From an optimization exercise on the open Yosys and OpenROAD flow, aimed at small area and a short achievable clock period; shortcuts taken in it are not production practice.
No functional check of the RTL was part of this run.
Power and IR drop assume default switching activity.

File: design/flow/constraint.sdc
create_clock -name core_clock -period 5.5 [get_ports {clk_i}]
set_input_delay 1.1000 -clock core_clock [delete_from_list [all_inputs] [get_ports {clk_i}]]
set_output_delay 1.1000 -clock core_clock [all_outputs]
set_load 0.01 [all_outputs]
File: design/flow/run.sh
#!/bin/bash
# synth_recipe.tcl (not shown) runs the flow's synth.tcl, then flattens the netlist and writes it again
# the make line also repeats each setting of config.mk as NAME=value (left out here)
make -C /OpenROAD-flow-scripts/flow DESIGN_CONFIG=/design/flow/config.mk WORK_HOME=/design/flow/orfs CLKGATE_MAP_FILE= SYNTH_SCRIPT=/design/flow/synth_recipe.tcl finish
File: design/flow/config.mk
export PLATFORM = sky130hd
export DESIGN_NAME = TaskInjector
export DESIGN_NICKNAME = TaskInjector
export VERILOG_FILES = /design/flow/design.v
export SDC_FILE = /design/flow/constraint.sdc
export NUM_CORES = 4
export LEC_CHECK = 0
export CAP_MARGIN = 20
export CORE_MARGIN = 2
export CORE_UTILIZATION = 40
export SLEW_MARGIN = 20
File: design/flow/design.v
package TaskInjectorPkg;
    parameter logic [7:0] NEW_APP                = 8'h00;
    parameter logic [7:0] APP_ALLOCATION_REQUEST = 8'h01;
    parameter logic [7:0] APP_MAPPING_COMPLETE   = 8'h02;
    parameter logic [7:0] TASK_TERMINATED        = 8'h06;
    parameter logic [7:0] REQUEST_FINISH         = 8'h10;
    parameter logic [7:0] DATA_AV          = 8'h40;
    parameter logic [7:0] MESSAGE_REQUEST  = 8'h41;
    parameter logic [7:0] TASK_ALLOCATION  = 8'h42;
    parameter logic [7:0] MESSAGE_DELIVERY = 8'h43;
    parameter logic [7:0] MIGRATION_DATA   = 8'h51;
endpackage
import TaskInjectorPkg::*;
module TaskInjector
#(
    parameter logic [31:0] INJECTOR_ADDRESS = 32'hE0000000,
    parameter              FLIT_SIZE        = 32,
    parameter              INJECT_MAPPER    = 0
)
(
    input  logic                     clk_i,
    input  logic                     rst_ni,
    input  logic                     src_eoa_i,
    input  logic                     src_rx_i,
    output logic                     src_credit_o,
    input  logic [(FLIT_SIZE - 1):0] src_data_i,
    input  logic [15:0]              mapper_address_i,
    output logic                     noc_tx_o,
    output logic                     noc_eop_o,
    input  logic                     noc_credit_i,
    output logic [(FLIT_SIZE - 1):0] noc_data_o,
    input  logic                     noc_rx_i,
    input  logic                     noc_eop_i,
    output logic                     noc_credit_o,
    input  logic [(FLIT_SIZE - 1):0] noc_data_i
);
    localparam MAX_IN_SIZE  = 260;  
    localparam MAX_OUT_SIZE = 9;  
    typedef enum logic [13:0] {
        INJECTOR_IDLE             = 14'b00000000000001,
        INJECTOR_RECEIVE_APP_HASH = 14'b00000000000010,
        INJECTOR_RECEIVE_TASK_CNT = 14'b00000000000100,
        INJECTOR_SEND_DESCRIPTOR  = 14'b00000000001000,
        INJECTOR_MAP              = 14'b00000000010000,
        INJECTOR_RECEIVE_TXT_SZ   = 14'b00000000100000,
        INJECTOR_RECEIVE_DATA_SZ  = 14'b00000001000000,
        INJECTOR_RECEIVE_BSS_SZ   = 14'b00000010000000,
        INJECTOR_RECEIVE_ENTRY    = 14'b00000100000000,
        INJECTOR_SEND_TASK        = 14'b00001000000000,
        INJECTOR_NEXT_TASK        = 14'b00010000000000,
        INJECTOR_WAIT_COMPLETE    = 14'b00100000000000,
        INJECTOR_SEND_EOA         = 14'b01000000000000,
        INJECTOR_FINISHED         = 14'b10000000000000
    } inject_fsm_t;
    inject_fsm_t inject_state;
    typedef enum logic [5:0] {
        SEND_IDLE         = 6'b000001,
        SEND_DATA_AV      = 6'b000010,
        SEND_REQUEST      = 6'b000100,
        SEND_WAIT_REQUEST = 6'b001000,
        SEND_PACKET       = 6'b010000,
        SEND_FINISHED     = 6'b100000
    } send_fsm_t;
    send_fsm_t send_state;
    logic [($clog2(MAX_OUT_SIZE+1)-1):0] out_header_idx;
    logic [($clog2(MAX_OUT_SIZE+1)-1):0] out_header_size;
    typedef enum logic [8:0] {
        RECEIVE_IDLE         = 9'b000000001,
        RECEIVE_PACKET       = 9'b000000010,
        RECEIVE_SERVICE      = 9'b000000100,
        RECEIVE_DELIVERY     = 9'b000001000,
        RECEIVE_DROP         = 9'b000010000,
        RECEIVE_WAIT_REQ     = 9'b000100000,
        RECEIVE_WAIT_DLVR    = 9'b001000000,
        RECEIVE_WAIT_ALLOC   = 9'b010000000,
        RECEIVE_MAP_COMPLETE = 9'b100000000 
    } receive_fsm_t;
    receive_fsm_t receive_state;
    /*verilator lint_off UNUSEDSIGNAL*/
    logic [(MAX_IN_SIZE * FLIT_SIZE - 1):0] in_buffer;
    logic [16:0] graph_size;
    logic [31:0] app_hash;
    logic [ 8:0] task_cnt;
    always_ff @(posedge clk_i or negedge rst_ni) begin
        if (!rst_ni) begin
            graph_size <= '0;
            task_cnt   <= '0;
        end
        else if (src_rx_i) begin
            case (inject_state)
                INJECTOR_IDLE:             graph_size <= src_data_i[16:0];
                INJECTOR_RECEIVE_TASK_CNT: task_cnt   <= src_data_i[8:0];
                default: ;
            endcase
        end
    end
    always_ff @(posedge clk_i) begin
        if (src_rx_i && inject_state == INJECTOR_RECEIVE_APP_HASH)
            app_hash <= src_data_i;
    end
    logic [7:0] current_task;
    always_ff @(posedge clk_i or negedge rst_ni) begin
        if (!rst_ni)
            current_task <= '0;
        else begin
            case (inject_state)
                INJECTOR_MAP:       current_task <= INJECT_MAPPER;
                INJECTOR_NEXT_TASK: current_task <= current_task + 1'b1;
                default: ;
            endcase
        end
    end
    inject_fsm_t inject_next_state;
    always_comb begin
        case (inject_state)
            INJECTOR_IDLE:
                inject_next_state = src_rx_i 
                    ? INJECTOR_RECEIVE_APP_HASH 
                    : src_eoa_i
                        ? INJECTOR_SEND_EOA
                        : INJECTOR_IDLE;
            INJECTOR_RECEIVE_APP_HASH:
                inject_next_state = src_rx_i 
                    ? INJECTOR_RECEIVE_TASK_CNT 
                    : INJECTOR_RECEIVE_APP_HASH;
            INJECTOR_RECEIVE_TASK_CNT:
                inject_next_state = src_rx_i 
                    ? INJECTOR_SEND_DESCRIPTOR 
                    : INJECTOR_RECEIVE_TASK_CNT;
            INJECTOR_SEND_DESCRIPTOR:
                inject_next_state = (send_state == SEND_FINISHED) 
                    ? INJECTOR_MAP 
                    : INJECTOR_SEND_DESCRIPTOR;
            INJECTOR_MAP:
                inject_next_state = !(receive_state == RECEIVE_WAIT_ALLOC) 
                    ? INJECTOR_MAP 
                    : (INJECT_MAPPER && task_cnt == 9'b1)
                        ? INJECTOR_WAIT_COMPLETE
                        : INJECTOR_RECEIVE_TXT_SZ;
            INJECTOR_RECEIVE_TXT_SZ:
                inject_next_state = src_rx_i 
                    ? INJECTOR_RECEIVE_DATA_SZ 
                    : INJECTOR_RECEIVE_TXT_SZ;
            INJECTOR_RECEIVE_DATA_SZ:
                inject_next_state = src_rx_i 
                    ? INJECTOR_RECEIVE_BSS_SZ 
                    : INJECTOR_RECEIVE_DATA_SZ;
            INJECTOR_RECEIVE_BSS_SZ:
                inject_next_state = src_rx_i 
                    ? INJECTOR_RECEIVE_ENTRY 
                    : INJECTOR_RECEIVE_BSS_SZ;
            INJECTOR_RECEIVE_ENTRY:
                inject_next_state = src_rx_i 
                    ? INJECTOR_SEND_TASK 
                    : INJECTOR_RECEIVE_ENTRY;
            INJECTOR_SEND_TASK:
                inject_next_state = !(send_state == SEND_FINISHED) 
                    ? INJECTOR_SEND_TASK
                    : (INJECT_MAPPER && task_cnt == '0)
                        ? INJECTOR_IDLE 
                        : INJECTOR_NEXT_TASK;
            INJECTOR_NEXT_TASK:
                inject_next_state = (current_task == 8'(task_cnt - 1'b1)) 
                    ? INJECTOR_WAIT_COMPLETE 
                    : INJECTOR_RECEIVE_TXT_SZ;
            INJECTOR_WAIT_COMPLETE:
                inject_next_state = (receive_state == RECEIVE_MAP_COMPLETE) 
                    ? INJECTOR_IDLE 
                    : INJECTOR_WAIT_COMPLETE;
            INJECTOR_SEND_EOA:
                inject_next_state = (send_state == SEND_FINISHED)
                    ? INJECTOR_FINISHED
                    : INJECTOR_SEND_EOA;
            INJECTOR_FINISHED:
                inject_next_state = INJECTOR_FINISHED;
            default:
                inject_next_state = INJECTOR_IDLE;
        endcase
    end
    always_ff @(posedge clk_i or negedge rst_ni) begin
        if (!rst_ni)
            inject_state <= INJECT_MAPPER 
                ? INJECTOR_RECEIVE_TXT_SZ 
                : INJECTOR_IDLE;
        else
            inject_state <= inject_next_state;
    end
    always_comb begin
        if (send_state == SEND_PACKET) begin
            if (
                out_header_idx == out_header_size 
            )
                src_credit_o = noc_credit_i;
            else
                src_credit_o = 1'b0;
        end
        else begin
            src_credit_o = (
                inject_state == INJECTOR_IDLE             ||
                inject_state == INJECTOR_RECEIVE_APP_HASH ||
                inject_state == INJECTOR_RECEIVE_TXT_SZ   ||
                inject_state == INJECTOR_RECEIVE_DATA_SZ  ||
                inject_state == INJECTOR_RECEIVE_BSS_SZ   ||
                inject_state == INJECTOR_RECEIVE_ENTRY    ||
                inject_state == INJECTOR_RECEIVE_TASK_CNT
            );
        end
    end
    always_ff @(posedge clk_i or negedge rst_ni) begin
        if (!rst_ni) begin
            out_header_idx <= '0;
        end
        else begin
            if ((send_state == SEND_IDLE || send_state == SEND_WAIT_REQUEST))
                out_header_idx <= '0;
            else if ((noc_tx_o && noc_credit_i) && out_header_idx != out_header_size) begin
                out_header_idx <= out_header_idx + 1'b1;
            end
        end
    end
    logic [(FLIT_SIZE - 1):0] out_total_size;
    logic [(MAX_OUT_SIZE - 1):0][(FLIT_SIZE - 1):0] out_header;
    always_ff @(posedge clk_i or negedge rst_ni) begin
        if (!rst_ni) begin
            out_header      <= '0;
            out_header_size <= '0;
        end
        else begin
            if (receive_state == RECEIVE_WAIT_REQ) begin
                out_header_size <= 3;
                out_total_size  <= 3;
                out_header      <= '0;
                out_header[0]   <= {8'h00, MESSAGE_REQUEST, in_buffer[(1)*FLIT_SIZE + 0 +: 16]};  
                out_header[1]   <= INJECTOR_ADDRESS;                              
                out_header[2]   <= {in_buffer[(2)*FLIT_SIZE + 16 +: 16], 16'hFFFF};               
            end
            else begin
                case (inject_state)  
                    INJECTOR_RECEIVE_TXT_SZ: begin
                        out_header_size <= 7;
                        out_total_size  <= ((src_data_i + 32'h00000003) & 32'hFFFFFFFC);  
                        out_header      <= '0;
                        out_header[0]   <= (INJECT_MAPPER && task_cnt == '0)  
                            ? {8'h00, TASK_ALLOCATION, mapper_address_i}
                            : {8'h00, TASK_ALLOCATION, in_buffer[(current_task + 6)*FLIT_SIZE + 0 +: 16]};
                        out_header[2]   <= src_data_i;                        
                        out_header[5]   <= (INJECT_MAPPER && task_cnt == '0)  
                            ? {16'h0000, 16'hFFFF}
                            : {in_buffer[(5)*FLIT_SIZE + 24 +: 8], current_task[7:0], mapper_address_i};
                        out_header[6]   <= (INJECT_MAPPER && task_cnt == '0)  
                            ? {16'h0000, 8'h00, 8'hFF}
                            : {16'h0000, 8'h00, 8'h00};
                    end
                    INJECTOR_RECEIVE_DATA_SZ: begin
                        out_header[3] <= src_data_i;  
                        if (src_rx_i)
                            out_total_size <= out_total_size + ((src_data_i + 32'h00000003) & 32'hFFFFFFFC);
                    end
                    INJECTOR_RECEIVE_BSS_SZ: begin
                        out_header[4] <= src_data_i;  
                        if (src_rx_i)
                            out_total_size <= {2'b0, out_total_size[(FLIT_SIZE - 1):2]};
                    end
                    INJECTOR_RECEIVE_ENTRY: begin
                        out_header[1] <= src_data_i;  
                        if (src_rx_i)
                            out_total_size <= out_total_size + 7;
                    end
                    INJECTOR_SEND_DESCRIPTOR,
                    INJECTOR_SEND_EOA:          begin   
                        case (send_state)
                            SEND_IDLE: begin
                                out_header_size <= 3;
                                out_total_size  <= 3;
                                out_header      <= '0;
                                out_header[0]   <= {8'h00, DATA_AV, mapper_address_i};  
                                out_header[1]   <= INJECTOR_ADDRESS;                    
                                out_header[2]   <= {16'hFFFF, 16'h0000};                
                            end
                            SEND_WAIT_REQUEST: begin
                                out_header      <= '0;
                                out_header[0]   <= {8'h00, MESSAGE_DELIVERY, in_buffer[(1)*FLIT_SIZE + 0 +: 16]};  
                                out_header[1]   <= INJECTOR_ADDRESS;                               
                                out_header[2]   <= {16'hFFFF, in_buffer[(2)*FLIT_SIZE + 0 +: 16]};                 
                                case (inject_state)
                                    INJECTOR_SEND_DESCRIPTOR: begin
                                        out_header_size <= 8;
                                        out_total_size  <= (32'({task_cnt, 1'b0}) + 32'(graph_size) + 8);
                                        out_header[4]   <= {(30'({task_cnt, 1'b0}) + 30'(graph_size) + 30'h3), 2'b0};
                                        out_header[5]   <= {8'(task_cnt), NEW_APP, 16'h0000};
                                        out_header[6]   <= INJECTOR_ADDRESS;
                                        out_header[7]   <= app_hash;
                                    end
                                    INJECTOR_SEND_EOA: begin
                                        out_header_size <= 6;
                                        out_total_size  <= 6;
                                        out_header[4]   <= 32'h00000004;
                                        out_header[5]   <= {8'h00, REQUEST_FINISH, 16'h0000};
                                    end
                                    default: ;
                                endcase
                            end
                            default: ;
                        endcase
                    end
                    default: ;
                endcase
            end
        end
    end
    logic [(FLIT_SIZE - 1):0] out_sent_cnt;
    always_ff @(posedge clk_i or negedge rst_ni) begin
        if (!rst_ni) begin
            out_sent_cnt <= '0;
        end
        else begin
            if ((send_state == SEND_IDLE || send_state == SEND_WAIT_REQUEST))
                out_sent_cnt <= '0;
            else if (noc_tx_o && noc_credit_i)
                out_sent_cnt <= out_sent_cnt + 1'b1;
        end
    end
    logic sent;
    assign sent      = (noc_tx_o && noc_credit_i) && (out_sent_cnt == (out_total_size - 1));
    assign noc_eop_o = sent;
    send_fsm_t send_next_state;
    always_comb begin
        case (send_state)
            SEND_IDLE: begin
                if (receive_state == RECEIVE_WAIT_REQ) begin
                    send_next_state = SEND_REQUEST;
                end
                else begin
                    case (inject_state)
                        INJECTOR_SEND_DESCRIPTOR,
                        INJECTOR_SEND_EOA: 
                            send_next_state = SEND_DATA_AV;
                        INJECTOR_SEND_TASK:
                            send_next_state = SEND_PACKET;
                        default: 
                            send_next_state = SEND_IDLE;
                    endcase
                end
            end
            SEND_DATA_AV:
                send_next_state = sent ? SEND_WAIT_REQUEST : SEND_DATA_AV;
            SEND_REQUEST:
                send_next_state = sent ? SEND_FINISHED : SEND_REQUEST;
            SEND_WAIT_REQUEST: 
                send_next_state = (receive_state == RECEIVE_WAIT_DLVR) 
                    ? SEND_PACKET 
                    : SEND_WAIT_REQUEST;
            SEND_PACKET:
                send_next_state = sent ? SEND_FINISHED : SEND_PACKET;
            SEND_FINISHED:
                send_next_state = SEND_IDLE;
            default:
                send_next_state = SEND_IDLE;
        endcase
    end
    always_ff @(posedge clk_i or negedge rst_ni) begin
        if (!rst_ni)
            send_state <= SEND_IDLE;
        else
            send_state <= send_next_state;
    end
    always_comb begin
        if (send_state == SEND_PACKET) begin
            if (
                out_header_idx == out_header_size 
            )
                noc_tx_o = src_rx_i;
            else
                noc_tx_o = 1'b1;
        end
        else begin
            noc_tx_o = (send_state == SEND_DATA_AV || send_state == SEND_REQUEST);
        end
    end
    always_comb begin
        if (out_header_idx != out_header_size)
            noc_data_o = out_header[out_header_idx];
        else
            noc_data_o = src_data_i;
    end
    logic [($clog2(MAX_IN_SIZE)):0] in_buffer_idx;
    logic [($clog2(MAX_IN_SIZE)):0] in_buffer_size;
    always_ff @(posedge clk_i or negedge rst_ni) begin
        if (!rst_ni) begin
            in_buffer_idx <= '0;
        end
        else begin
            if (receive_state == RECEIVE_IDLE)
                in_buffer_idx <= '0;
            else if (receive_state == RECEIVE_PACKET && noc_rx_i && noc_credit_o)
                in_buffer_idx <= in_buffer_idx + 1'b1;
        end
    end
    for (genvar gi = 0; gi < MAX_IN_SIZE; gi++) begin : gen_in_buffer
        always_ff @(posedge clk_i) begin
            if (receive_state == RECEIVE_PACKET && noc_rx_i && noc_credit_o && 32'(in_buffer_idx) == gi) begin
                in_buffer[gi*FLIT_SIZE +: FLIT_SIZE] <= noc_data_i;
            end
        end
    end
    receive_fsm_t receive_next_state;
    always_comb begin
        case (receive_state)
            RECEIVE_IDLE: begin
                if (send_state == SEND_WAIT_REQUEST) begin
                    receive_next_state = RECEIVE_PACKET;
                end
                else begin
                    case (inject_state)
                        INJECTOR_MAP,
                        INJECTOR_WAIT_COMPLETE:
                            receive_next_state = RECEIVE_PACKET;
                        default:
                            receive_next_state = RECEIVE_IDLE;
                    endcase
                end
            end
            RECEIVE_PACKET: begin
                if (noc_rx_i) begin
                    if (noc_eop_i)
                        receive_next_state = RECEIVE_SERVICE;
                    else if (32'(in_buffer_idx) == (MAX_IN_SIZE - 1))
                        receive_next_state = RECEIVE_DROP;
                    else
                        receive_next_state = RECEIVE_PACKET;
                end
                else begin
                    receive_next_state = RECEIVE_PACKET;
                end
            end
            RECEIVE_SERVICE: begin
                case (in_buffer[(0)*FLIT_SIZE + 16 +: 8])
                    DATA_AV:          receive_next_state = RECEIVE_WAIT_REQ;
                    MESSAGE_REQUEST:  receive_next_state = RECEIVE_WAIT_DLVR;
                    MESSAGE_DELIVERY: receive_next_state = RECEIVE_DELIVERY;
                    default:          receive_next_state = RECEIVE_IDLE;       
                endcase
            end
            RECEIVE_DELIVERY: begin
                case (in_buffer[(5)*FLIT_SIZE + 16 +: 8])
                    APP_ALLOCATION_REQUEST: 
                        receive_next_state = RECEIVE_WAIT_ALLOC;
                    APP_MAPPING_COMPLETE:
                        receive_next_state = RECEIVE_MAP_COMPLETE;
                    default:
                        receive_next_state = RECEIVE_IDLE;          
                endcase
            end
            RECEIVE_DROP:
                receive_next_state = (noc_eop_i) 
                    ? RECEIVE_IDLE 
                    : RECEIVE_DROP;
            RECEIVE_WAIT_REQ:
                receive_next_state = (send_state == SEND_FINISHED) 
                    ? RECEIVE_IDLE 
                    : RECEIVE_WAIT_REQ;
            RECEIVE_WAIT_DLVR:
                receive_next_state = (send_state == SEND_FINISHED)
                    ? RECEIVE_IDLE 
                    : RECEIVE_WAIT_DLVR;
            RECEIVE_WAIT_ALLOC:
                receive_next_state = (inject_state == INJECTOR_WAIT_COMPLETE) 
                    ? RECEIVE_IDLE 
                    : RECEIVE_WAIT_ALLOC;
            RECEIVE_MAP_COMPLETE: 
                receive_next_state = RECEIVE_IDLE;
            default:
                receive_next_state = RECEIVE_IDLE;
        endcase
    end
    always_ff @(posedge clk_i or negedge rst_ni) begin
        if (!rst_ni)
            receive_state <= RECEIVE_IDLE;
        else
            receive_state <= receive_next_state;
    end
    assign noc_credit_o = (
        receive_state == RECEIVE_PACKET ||
        receive_state == RECEIVE_DROP
    );
endmodule
==> notes.md <==
## kinds of logic (layout without fill, tap and decap cells)
logic type                 count (synthesis)  in the layout  share of synthesized area, %
DFF                                     4525           4525                         73.38
muxes                                   1470           1470                         14.03
AOI/OAI and AO/OA                       1485           1485                         5.522
xor gates and xnor gates                 188            188                        0.9000
and+or+nand+nor                         1616           1617                         4.110
other                                      0             24                             0
buffers and inverters                    717           1822                         1.596
adders and majority gates                 65             65                        0.4568
## routing by layer
layer	vias to the layer above	global-route usage, %	routed length, µm
li1	42530	-	-
met1	56740	35.16	230600
met2	6881	39.51	275400
met3	1281	5.900	69310
met4	32	12.36	34590
met5	-	0.3749	512
## worst register-to-register path, stage by stage, from the launching register on
cell      delay [ns]
dfrtp_4         0.95
nand2b_4        0.92
buf_4           0.47
o221ai_1        0.28
a21oi_1         0.41
o21ai_0         0.36
nand2_1         0.38
o211ai_1        0.25
o21bai_1        0.62
a21oi_1         0.14
## timing repair
action / 4_1_cts / 5_1_grt
gates cloned: 1 / 0
pin swaps: 4 / 0
endpoints found under the hold margin: 8 / 0
setup endpoints to repair: 1 / 1
hold buffers: 1 / 0
buffers inserted: 15 / 0
gates resized for setup: 17 / 1
## area by class of cell
cell class,count,area (µm²)
Antenna cell,24,60.06
Sequential cell,4525,134300
Multi-Input combinational cell,4825,46610
Clock buffer,566,11890
Timing Repair Buffer,936,8252
Tap cell,6000,7507
Fill cell,38050,244400
Inverter,61,245.2
Clock inverter,259,2572
## final timing paths
path                            slack [ns]  cells past startpoint              end         startpoint
worst min register to register        0.46                      1  out_header[232]        app_hash[8]
max in group asynchronous             3.09                      4  current_task[5]             rst_ni
worst min-delay path                  0.46                      1  out_header[232]        app_hash[8]
worst max register to register        0.57                      9   out_header[11]    current_task[1]
worst max-delay path                  0.05                      6    noc_data_o[1]  out_header_idx[3]
min in group asynchronous             0.61                      2   out_header[96]             rst_ni
## registers in the layout (all words and copies together), names as in the netlist
signal           cells
in_buffer_idx       10
inject_state        14
current_task         8
out_header_size      4
out_header         212
out_total_size      32
graph_size          17
in_buffer         4136
receive_state        9
out_sent_cnt        32
out_header_idx       4
app_hash            32
task_cnt             9
send_state           6
## stage by stage
| step | area [µm²] | power (W) | util (%) | instances |
|---|---|---|---|---|
| 2_1_floorplan | 183000 | 0.04190 | - | 10070 |
| 3_3_place_gp | 196600 | 0.04421 | 43.12 | 16330 |
| 3_5_place_dp | 196600 | 0.04434 | 43.14 | 16330 |
| 4_1_cts | 211300 | 0.07444 | 46.36 | 17170 |
| 5_1_grt | 211400 | 0.07620 | 46.37 | 17180 |
| 6_report | 211400 | 0.07426 | 46.38 | 17200 |
## power by group through the flow
stage | logic [W] | clock network [W] | registers [W]
5_1_grt | 0.00524 | 0.0321 | 0.0389
4_1_cts | 0.00481 | 0.0308 | 0.0388
3_5_place_dp | 0.00477 | 0 | 0.0396
6_report | 0.00490 | 0.0305 | 0.0389
2_1_floorplan | 0.00270 | 0 | 0.0392
3_3_place_gp | 0.00467 | 0 | 0.0395
## placed cells by master (no fill, tap or decap), drive strengths merged, types with 78 or more instances in the layout
master / instances
dfrtp: 322
nand3: 153
inv: 78
edfxtp: 4200
a21oi: 252
nand2: 442
o221ai: 137
buf: 827
o22ai: 150
clkinv: 197
mux2i: 515
xnor2: 94
o21ai: 316
a22o: 95
mux2: 88
nor3: 93
xor2: 94
clkdlybuf4s50: 104
a22oi: 110
mux4: 867
clkbuf: 568
nor2: 549
==> flow_summary.toml <==
[pwr]
leakage_nw = 66.63
netSwitchingPower_w = 0.01718
power.density_mw_per_mm2 = 351.2
seqPwrFrac_pct = 52.4
clkPwrFrac_pct = 41.0
p_sw_share_pct = 23.13
vdd_drop_max_v = 0.0003234
power_frac_comb_pct = 6.6
p_int_w = 0.05708

[timing]
rsz0062_at_grt = "false"
finalWorstSetupSlack_ns = 0.05243
hold_ws_ns = 0.4601
setup_violations = 0
period_needed_ns = 5.448
finalSetupTns_ns = 0
slew_headroom_pct = 15.98
maxClockFrequency_ghz = 0.1836
fin_crit_sh_pct = 99.05
maxSlewViolCount = 0
finClkSkew_ns = 0.05632
final_hold_viol_count = 0
tightest_slew_ns = 1.258

[final_layout]
area_growth_pct = 15.57
nNetsFinal = 10950
layout-drive-gt1-share_pct = 24.04

[clocking]
clkTransAtPathRegs_ns = 0.06
cts_tree = "done"
worstSkewPairLatency_ns = 1.04
cts_buffers = 449
cts_max_path_buffers = 4
htreeDepth = 5
clock-root-buffer = "clkbuf_16"
cts_sinks = 4525

[global_routing]
grt_pass1_wl_mm = 843.2
grt_pass1_vias = 104500
grt_util_all_layers_pct = 25.87
grt_max_degree = 167
globalRouteOverflowTotal = 0
antenna_found_initial = 52

[logic_synthesis]
ys_types = 90
synth_cells = 10070
synth.avg_cell_area_um2 = 18.18
synth_edf_count = 4200
async_reset_ff_share_pct = 7.182
ys_top_cells_by_area = "edfxtp_1 (69%), mux4_2 (11%), dfrtp_1 (4.4%)"
synth_area_leader_cell = "edfxtp_1"
ys_seq_area_share_pct = 73.38
synth_common_cells = "edfxtp_1 (4200), mux4_2 (867), nor2_1 (549)"
yosysMostFrequentCell = "edfxtp_1"
synth_nets = 10220
syn_area_mm2 = 0.1830
yosys.area.top_type_share_pct = 68.94
ys_warn_count = 1
synth_ff_type = "edfxtp_1"
ys_ff_latch = 4525

[floorplanning]
coreArea_mm2 = 0.4558
rows = 248
die_w_um = 680.3
boundaryPins = 123
dieArea_mm2 = 0.4628
initial_core_util_pct = 40.14
dieHeight_um = 680.3

[routing]
drt_first_iter_violations = 16900
vias = 107500
wirelength_mm = 610.4
wl_per_cell_um = 35.49
post-route-drc-count = 0
first_pass_iters = 6
ant_nets = 0
via_per_inst = 6.249

[placement]
routabilityCongestion = 0.9426
post-place-ws_ns = -0.1856
io_buffer_count = 122
dp_hpwl_mm = 386.4

[setup_path]
cpPeakStageDelay_ns = 0.59
path_buf_inv = 2
cp-end-kind = "primary output"
criticalPathCategory = "reg -> out"
cp.arrival_ns = 4.35
crit_chain = "xor2_1 > nor4_2 > buf_4 > or2_2 > o21ai_0 > clkdlybuf4s50_1"
cp_slowest_cell = "clkdlybuf4s50_1"
critPathRequiredTime_ns = 4.40
crit_family = "buffers and inverters"
cp-start-kind = "flip-flop"
cp_max_fo = 40

[hold_path]
min_path_type = "reg -> reg"

[flow_run]
drv_cap = 0

[status]
outcome = "finished clean"

==> re-timing with driven ports <==
The results above use ideal ports. As a check the final layout listed here was re-extracted and re-timed, cells and wires unchanged. Step 1, drivers: a clkbuf_16 drives clk_i and a buf_2 each remaining input, both assumed. Step 2 adds t to the input delays and takes it off the output delays; t is the mean of the earliest and latest rising clock arrival at the registers after step 1. Input paths then give back, and output paths get back, about the clock's delay inside the block. a / b / c = ideal ports / drivers / drivers and shift; a / b = the first two.
t, ns: 1.127
setup slack, ns: 0.052 / -0.072 / -0.353
worst setup path after step 2: input to register
worst register clock-pin slew, ns: 0.07 / 0.07
cell pins on the clock port's net: 1
Met with ideal ports but missed after step 2: setup timing in this run. For this run, drivers alone change the setup slack by -0.124 ns; drivers and shift together by -0.405 ns.
